Context: an optimization exercise on an open-source flow, tuned for small area, a short achievable clock period and few clock cycles per item. The choices shown serve that exercise and are no tape-out recipe. Function not checked in this run: the RTL went through the layout flow alone. No activity file was given, so power comes from the tool's default toggle rates.

==> design.v <==
`timescale 1ns / 1ps
module blk_sum (
    input wire [7:0] a,
    input wire [7:0] b,
    output wire [7:0] s
);
  wire new_n25, new_n26, new_n27, new_n28, new_n29, new_n30, new_n31,
    new_n32, new_n33, new_n34, new_n35, new_n36, new_n37, new_n38, new_n39,
    new_n40, new_n41, new_n42, new_n43, new_n44, new_n45, new_n46, new_n47,
    new_n48, new_n49, new_n50, new_n51, new_n52, new_n53, new_n54, new_n55,
    new_n56, new_n58, new_n59, new_n60, new_n61, new_n62, new_n63, new_n64,
    new_n65, new_n66, new_n67, new_n68, new_n70, new_n71, new_n72, new_n73,
    new_n74, new_n75, new_n76, new_n78, new_n79, new_n80, new_n81, new_n82,
    new_n83, new_n85, new_n86, new_n87, new_n89, new_n90, new_n92, new_n93,
    new_n95, new_n96;
  assign new_n25 = ~b[0]  & ~b[1] ;
  assign new_n26 = ~b[2]  & new_n25;
  assign new_n27 = b[3]  & ~new_n26;
  assign new_n28 = ~b[3]  & new_n26;
  assign new_n29 = b[6]  & ~new_n28;
  assign new_n30 = b[5]  & b[7] ;
  assign new_n31 = ~b[4]  & new_n30;
  assign new_n32 = ~new_n29 & new_n31;
  assign new_n33 = ~b[5]  & ~b[7] ;
  assign new_n34 = new_n28 & new_n33;
  assign new_n35 = b[6]  & ~b[7] ;
  assign new_n36 = b[5]  & ~new_n35;
  assign new_n37 = ~b[2]  & ~b[3] ;
  assign new_n38 = ~b[4]  & new_n37;
  assign new_n39 = ~b[6]  & ~b[7] ;
  assign new_n40 = ~b[5]  & ~new_n39;
  assign new_n41 = ~new_n38 & ~new_n40;
  assign new_n42 = ~new_n36 & new_n41;
  assign new_n43 = ~new_n34 & ~new_n42;
  assign new_n44 = ~new_n32 & new_n43;
  assign new_n45 = ~new_n27 & ~new_n44;
  assign new_n46 = b[4]  & ~b[7] ;
  assign new_n47 = ~new_n28 & new_n46;
  assign new_n48 = ~new_n33 & new_n38;
  assign new_n49 = ~b[4]  & ~b[5] ;
  assign new_n50 = ~b[6]  & new_n49;
  assign new_n51 = ~new_n30 & ~new_n50;
  assign new_n52 = ~new_n48 & new_n51;
  assign new_n53 = ~new_n47 & new_n52;
  assign new_n54 = ~new_n45 & ~new_n53;
  assign new_n55 = ~a[0]  & ~new_n54;
  assign new_n56 = a[0]  & new_n54;
  assign s[0]  = ~new_n55 & ~new_n56;
  assign new_n58 = ~b[6]  & b[7] ;
  assign new_n59 = ~new_n33 & ~new_n58;
  assign new_n60 = ~new_n50 & ~new_n59;
  assign new_n61 = ~new_n30 & ~new_n58;
  assign new_n62 = new_n38 & new_n61;
  assign new_n63 = ~new_n60 & ~new_n62;
  assign new_n64 = ~a[1]  & ~new_n63;
  assign new_n65 = a[1]  & new_n63;
  assign new_n66 = ~new_n64 & ~new_n65;
  assign new_n67 = ~new_n56 & new_n66;
  assign new_n68 = new_n56 & ~new_n66;
  assign s[1]  = new_n67 | new_n68;
  assign new_n70 = ~new_n64 & ~new_n67;
  assign new_n71 = ~new_n35 & ~new_n50;
  assign new_n72 = ~a[2]  & ~new_n71;
  assign new_n73 = a[2]  & new_n71;
  assign new_n74 = ~new_n72 & ~new_n73;
  assign new_n75 = new_n70 & ~new_n74;
  assign new_n76 = ~new_n70 & new_n74;
  assign s[2]  = new_n75 | new_n76;
  assign new_n78 = ~new_n72 & ~new_n76;
  assign new_n79 = a[3]  & ~new_n39;
  assign new_n80 = ~a[3]  & new_n39;
  assign new_n81 = ~new_n79 & ~new_n80;
  assign new_n82 = ~new_n78 & ~new_n81;
  assign new_n83 = new_n78 & new_n81;
  assign s[3]  = ~new_n82 & ~new_n83;
  assign new_n85 = ~new_n79 & ~new_n83;
  assign new_n86 = a[4]  & ~new_n85;
  assign new_n87 = ~a[4]  & new_n85;
  assign s[4]  = ~new_n86 & ~new_n87;
  assign new_n89 = a[5]  & new_n86;
  assign new_n90 = ~a[5]  & ~new_n86;
  assign s[5]  = ~new_n89 & ~new_n90;
  assign new_n92 = ~a[6]  & ~new_n89;
  assign new_n93 = a[6]  & new_n89;
  assign s[6]  = ~new_n92 & ~new_n93;
  assign new_n95 = a[7]  & ~new_n93;
  assign new_n96 = ~a[7]  & new_n93;
  assign s[7]  = new_n95 | new_n96;
endmodule
module blk_sqrt (
    input wire [7:0] x,
    output wire [3:0] y
);
  wire new_n13, new_n14, new_n15, new_n16, new_n17, new_n18, new_n19,
    new_n20, new_n21, new_n22, new_n23, new_n24, new_n25, new_n26, new_n27,
    new_n28, new_n29, new_n30, new_n31, new_n32, new_n34, new_n35, new_n36,
    new_n37, new_n38, new_n39, new_n41, new_n42, new_n43, new_n44, new_n45;
  assign new_n13 = ~x[0]  & ~x[1] ;
  assign new_n14 = ~x[2]  & new_n13;
  assign new_n15 = ~x[3]  & ~x[7] ;
  assign new_n16 = ~x[2]  & ~x[4] ;
  assign new_n17 = ~x[3]  & new_n16;
  assign new_n18 = ~new_n15 & ~new_n17;
  assign new_n19 = new_n14 & ~new_n18;
  assign new_n20 = x[3]  & ~new_n14;
  assign new_n21 = x[6]  & ~x[7] ;
  assign new_n22 = ~x[4]  & ~x[6] ;
  assign new_n23 = ~new_n21 & ~new_n22;
  assign new_n24 = x[5]  & ~new_n23;
  assign new_n25 = ~new_n20 & new_n24;
  assign new_n26 = ~x[4]  & ~x[7] ;
  assign new_n27 = ~x[5]  & new_n23;
  assign new_n28 = ~new_n26 & ~new_n27;
  assign new_n29 = ~new_n25 & new_n28;
  assign new_n30 = ~new_n19 & new_n29;
  assign new_n31 = ~x[5]  & ~x[7] ;
  assign new_n32 = ~x[3]  & ~new_n31;
  assign y[3]  = x[6]  | x[7] ;
  assign new_n34 = ~new_n14 & ~y[3] ;
  assign new_n35 = ~new_n32 & ~new_n34;
  assign new_n36 = x[5]  & ~new_n15;
  assign new_n37 = ~x[3]  & ~new_n16;
  assign new_n38 = ~new_n36 & ~new_n37;
  assign new_n39 = ~new_n35 & new_n38;
  assign y[0]  = new_n30 | new_n39;
  assign new_n41 = ~x[5]  & new_n22;
  assign new_n42 = ~x[6]  & x[7] ;
  assign new_n43 = ~new_n31 & ~new_n42;
  assign new_n44 = ~new_n41 & ~new_n43;
  assign new_n45 = new_n17 & ~new_n28;
  assign y[1]  = ~new_n44 & ~new_n45;
  assign y[2]  = ~new_n21 & ~new_n41;
endmodule
`timescale 1ns / 1ps
module topModule(
    input clock,
    input reset,
    input start,
    input [7:0] input_a,
    input [7:0] input_b,
    output reg done,
    output [7:0] result
);
wire [7:0] s;
wire [3:0] y;
reg  [7:0] sum_reg;
blk_sum u_sum(.a(input_a), .b(input_b), .s(s));
always @(posedge clock) begin
    done <= start & ~reset;
    sum_reg <= s;
end
blk_sqrt u_sqrt(.x(sum_reg), .y(y));
assign result = {4'd0, y};
endmodule
==> flow/run.sh <==
#!/bin/bash
# The standard layout with these changes:
#  - synthesis maps the logic with our own ABC script (flow/abc.script, area-oriented
#    mapping) instead of ORFS's, and leaves adders to ABC rather than mapping them to
#    full/half-adder cells first (MY_NO_FA). my_synth.tcl is synth_recipe.tcl with an abc
#    wrapper that swaps the script, so the rest of the synthesis (registers and their
#    names) is unchanged;
#  - the port buffers are sky130_fd_sc_hd__buf_1 instead of the slow clkdlybuf4s50_1 that
#    OpenROAD picks by default;
#  - the constant outputs share one tie cell, and CTS inserts no dummy load.
set -euo pipefail
here=$(pwd)
export MY_ABC_SCRIPT=$here/flow/abc.script
export MY_NO_FA=1
bash standard.sh finish \
  "SYNTH_SCRIPT=$here/flow/my_synth.tcl" \
  "BUFFER_PORTS_ARGS=-buffer_cell sky130_fd_sc_hd__buf_1" \
  "SKIP_REPAIR_TIE_FANOUT=1" \
  "CTS_ARGS=-sink_clustering_enable -repair_clock_nets -buf_list sky130_fd_sc_hd__clkbuf_2 -dont_use_dummy_load" > standard.log 2>&1
==> flow/abc.script <==
strash
dch -f
map -a
strash
dch -f
map -D 1400
topo
==> flow/my_synth.tcl <==
proc synth {args} { yosys synth -nofsm -noshare {*}$args }
# Technology mapping with our own ABC script and delay target (MY_ABC_SCRIPT, MY_ABC_D)
# instead of ORFS's; everything else in ORFS's synthesis is unchanged.
proc abc {args} {
  if {[info exists ::env(MY_ABC_SCRIPT)]} {
    set i [lsearch -exact $args -script]
    if {$i >= 0} { lset args [expr {$i + 1}] $::env(MY_ABC_SCRIPT) }
  }
  if {[info exists ::env(MY_ABC_D)]} {
    set i [lsearch -exact $args -D]
    if {$i >= 0} { lset args [expr {$i + 1}] $::env(MY_ABC_D) }
  }
  yosys abc {*}$args
}
# MY_NO_FA: leave adders to ABC instead of mapping them to full/half-adder cells first
if {[info exists ::env(MY_NO_FA)] && $::env(MY_NO_FA)} { set ::env(ADDER_MAP_FILE) "" }
source $::env(SCRIPTS_DIR)/synth.tcl
# left out here: clear keep_hierarchy, flatten, clean up, hide names made inside functions, write 1_2_yosys.v
==> standard.sh <==
#!/bin/bash
# synth_recipe.tcl (not shown) runs the flow's synth.tcl, then flattens the netlist and writes it again
# the make line also repeats each setting of config.mk as NAME=value (left out here)
make -C /OpenROAD-flow-scripts/flow DESIGN_CONFIG=/design/flow/config.mk WORK_HOME=/design/flow/orfs CLKGATE_MAP_FILE= SYNTH_SCRIPT=/design/flow/synth_recipe.tcl "${@:-finish}"
==> config.mk <==
export PLATFORM = sky130hd
export DESIGN_NAME = topModule
export DESIGN_NICKNAME = topModule
export VERILOG_FILES = /design/flow/design.v
export SDC_FILE = /design/flow/constraint.sdc
export NUM_CORES = 4
export LEC_CHECK = 0
export ABC_AREA = 1
export CAP_MARGIN = 20
export CORE_AREA = 2 2 68 68
export CTS_BUF_LIST = sky130_fd_sc_hd__clkbuf_2
export DIE_AREA = 0 0 70 70
export SLEW_MARGIN = 20
==> constraint.sdc <==
create_clock -name core_clock -period 10.0 [get_ports {clock}]
set_input_delay 2.0000 -clock core_clock [delete_from_list [all_inputs] [get_ports {clock}]]
set_output_delay 2.0000 -clock core_clock [all_outputs]
set_load 0.01 [all_outputs]
==> results by group <==
Run status
  • Run status: no timing/DRC/antenna violations

Floorplan
  • Starting Density: 14.47%
  • Die area: 4900 um2
  • I/O pin cnt: 28
  • Core ar.: 4264 um2
  • Die Wd: 70 um
  • Die H: 70 um
  • Row cnt: 24

Critical path
  • Crit path DAT: 3.73 ns
  • Worst Path Required: 10.15 ns
  • Crit path cell chain: buf_1 > nor2_1 > nor2_1 > o32ai_1 > o22ai_1 > and3_2 > a21oi_1 > nand2_1 > nand3_1 > nand2_1 > nand3_1 > xnor2_1
  • Critical Path Start: input_b[6]
  • Slowest CP cell: o32ai_1
  • Crit path largest cell delay: 0.28 ns
  • Element type at the critical path start: primary input
  • Critical path class: primary input to register
  • CP endpoint kind: register
  • Max Fanout on Critical Path: 8

Power
  • PnR Total Power: 0.09913 mW
  • Worst vdd ir: 35.96 uV
  • Pleak: 0.2727 nW
  • PwrDens: 131.6 nW/um2

STA
  • Min Tclk post-route: 3.573 ns
  • Fmax: 279.8 MHz
  • RSZ-0062 raised after global routing: no
  • Final Max Slew Viols: 0
  • Hold Fails Final Rpt: 0
  • Period utilization: 35.73%
  • Fin Setup TNS: 0 ns
  • Final setup vio count: 0

Global routing
  • First-pass GRT wire length: 2249 um
  • Largest net degree at the start of global routing: 9
  • Vias in the first global route: 610
  • Tot GR Track Use: 5.692%
  • Initial antenna violation count: 0
  • GRT overflow: 0

Route
  • Post-DRT Antenna Nets: 0
  • Vias: 629
  • Met1 wire length: 535 um
  • Vias per cell: 3.812
  • WL met3: 71 um
  • Top Metal Used: met4
  • Wirelength per Cell: 7.842 um
  • Met2 WL: 653 um
  • Routed WL: 1294 um
  • Initial DRC count: 32
  • DR DRC count: 0
  • 1st-pass router iterations: 4

Final layout
  • Fill count: 515
  • Share of cells above drive strength 1: 3.540%
  • Max FFs per register: 8
  • Nets: 134
  • Area Overhead vs Synth: 22.11%
  • Final core utilization: 17.66%
  • N_diodes: 0

Worst hold path
  • Worst hold start: reset
  • Worst hold path type: primary input to register

Logic synthesis
  • Dominant cells by area after synthesis: dfxtp_1 29%, xnor2_1 9.9%, nand2_1 9.1%
  • Synth warn: 1
  • Most frequent cells after synthesis: 15 x nand2_1, 11 x clkinv_1, 11 x nor2_1, 9 x dfxtp_1, 7 x xnor2_1
  • Syn Nets: 110
  • Top-area cell type share of the netlist area: 29.21%
  • Avg Cell Area, Syn: 6.778 um2
  • Synth Register Bits: 9
  • Gate Count Post-Synth: 91
  • Post-synth top area cell: dfxtp_1
  • EDFF count, synth: 0
  • Cell variety after synth: 21
  • Most frequent cell after synthesis: nand2_1
  • Ys flop type: dfxtp_1
  • Mapped Area: 616.8 um2
  • Sequential fraction of the synthesis area: 29.21%
  • Post-synth ARST share: 0%

CTS
  • TritonCTS Sinks: 9
  • # Post-CTS Setup Buffers: 0
  • Post-CTS sizing: 0
  • CTS tree: done
  • Num CTS Buffers: 3
  • H-tree depth: 1
  • CTS Hold Bufs: 0
  • Clock root cell: clkbuf_2
  • Largest buffer count on any clock path: 2
  • Clock transition at path regs: 0.08 ns

Placed design
  • Final GP Congestion: 0.6608
  • HPWL after DPL: 1192 um
  • Number of port buffers: 23

Flow run
  • Max-Cap Viols: 0
## worst paths after layout
kind | to | slack [ns] | cells past startpoint
max | sum_reg[6] | 6.43 | 12
min | done | 1.91 | 2
## power breakdown
group | switching [mW] | internal (mW)
clock network | 0.0101 | 0.00818
registers | 0.00429 | 0.0418
logic | 0.0202 | 0.0145
total | 0.0347 | 0.0645
## layer usage
layer | vias up | track usage, %
li1 | 350 | -
met1 | 262 | 5.779
met4 | 0 | 4.487
met5 | - | 0
met3 | 2 | 1.443
met2 | 15 | 9.841
## cells by family after synthesis
group | count (synthesis) | share of synthesized area, %
simple gates | 36 | 24.75
compound gates | 21 | 21.09
buf+inv | 15 | 11.56
xor+xnor | 9 | 12.78
flops | 9 | 29.21
other cells | 1 | 0.6079
## cells in the final DEF, fill, tap and decap left out, drive strengths merged, types with 2 or more instances in the layout
cell type	Yosys	layout
nor2	11	11
clkinv	11	11
nand2	15	15
xnor2	7	7
a21oi	5	5
o211ai	2	2
clkbuf	0	3
o21ai	6	6
xor2	2	2
dfxtp	9	9
nand4	2	2
o22ai	2	2
a211oi	2	2
nand3	3	3
buf	4	23
nor3	4	4
## per-stage QoR
step / setup slack (ns) / instance area [um2] / hold slack (ns) / instances
after floorplan: 6.469 / 616.8 / 2.071 / 91
after global placement: 6.204 / 738.2 / 2.169 / 162
after detailed placement: 6.176 / 738.2 / 2.161 / 162
after CTS: 6.410 / 753.2 / 1.898 / 165
after global routing: 6.190 / 753.2 / 1.906 / 165
final: 6.427 / 753.2 / 1.914 / 165
## area by class of cell
cell class                 instances  area, um2  share of cell area [%]
multi-input combinational         67      365.4                   48.50
sequential                         9      180.2                   23.92
timing repair buffer              23      86.33                   11.46
tap                               52      65.06                   8.638
inverter                          11      41.29                   5.482
clock buffer                       3      15.01                   1.993
## critical path: cells and delay by family
family                    cells  cell delay [ns]
buffers and inverters         1             0.16
xor gates and xnor gates      1             0.11
AOI/OAI and AO/OA             3             0.60
and+or+nand+nor               7             0.86

port drivers added, routing unchanged:
How much do the figures lean on ideal ports? The routed layout below was timed once more, with nothing changed but the port constraints. Step 1, drivers: a clkbuf_16 drives clock and a buf_2 each remaining input, both assumed. Step 2 adds t to the input delays and takes it off the output delays; t is the mean of the earliest and latest rising clock arrival at the registers after step 1. Input paths then give back, and output paths get back, about the clock's delay inside the block. Slacks: no drivers / after step 1 / after step 2; pairs: no drivers / after step 1.
t (ns): 0.243
setup WS [ns]: 6.427 / 6.424 / 6.181
pins driven straight from the clock port: 1
After both steps this run still meets setup and hold. For this run, drivers alone change the setup slack by -0.003 ns; drivers and shift together by -0.246 ns.
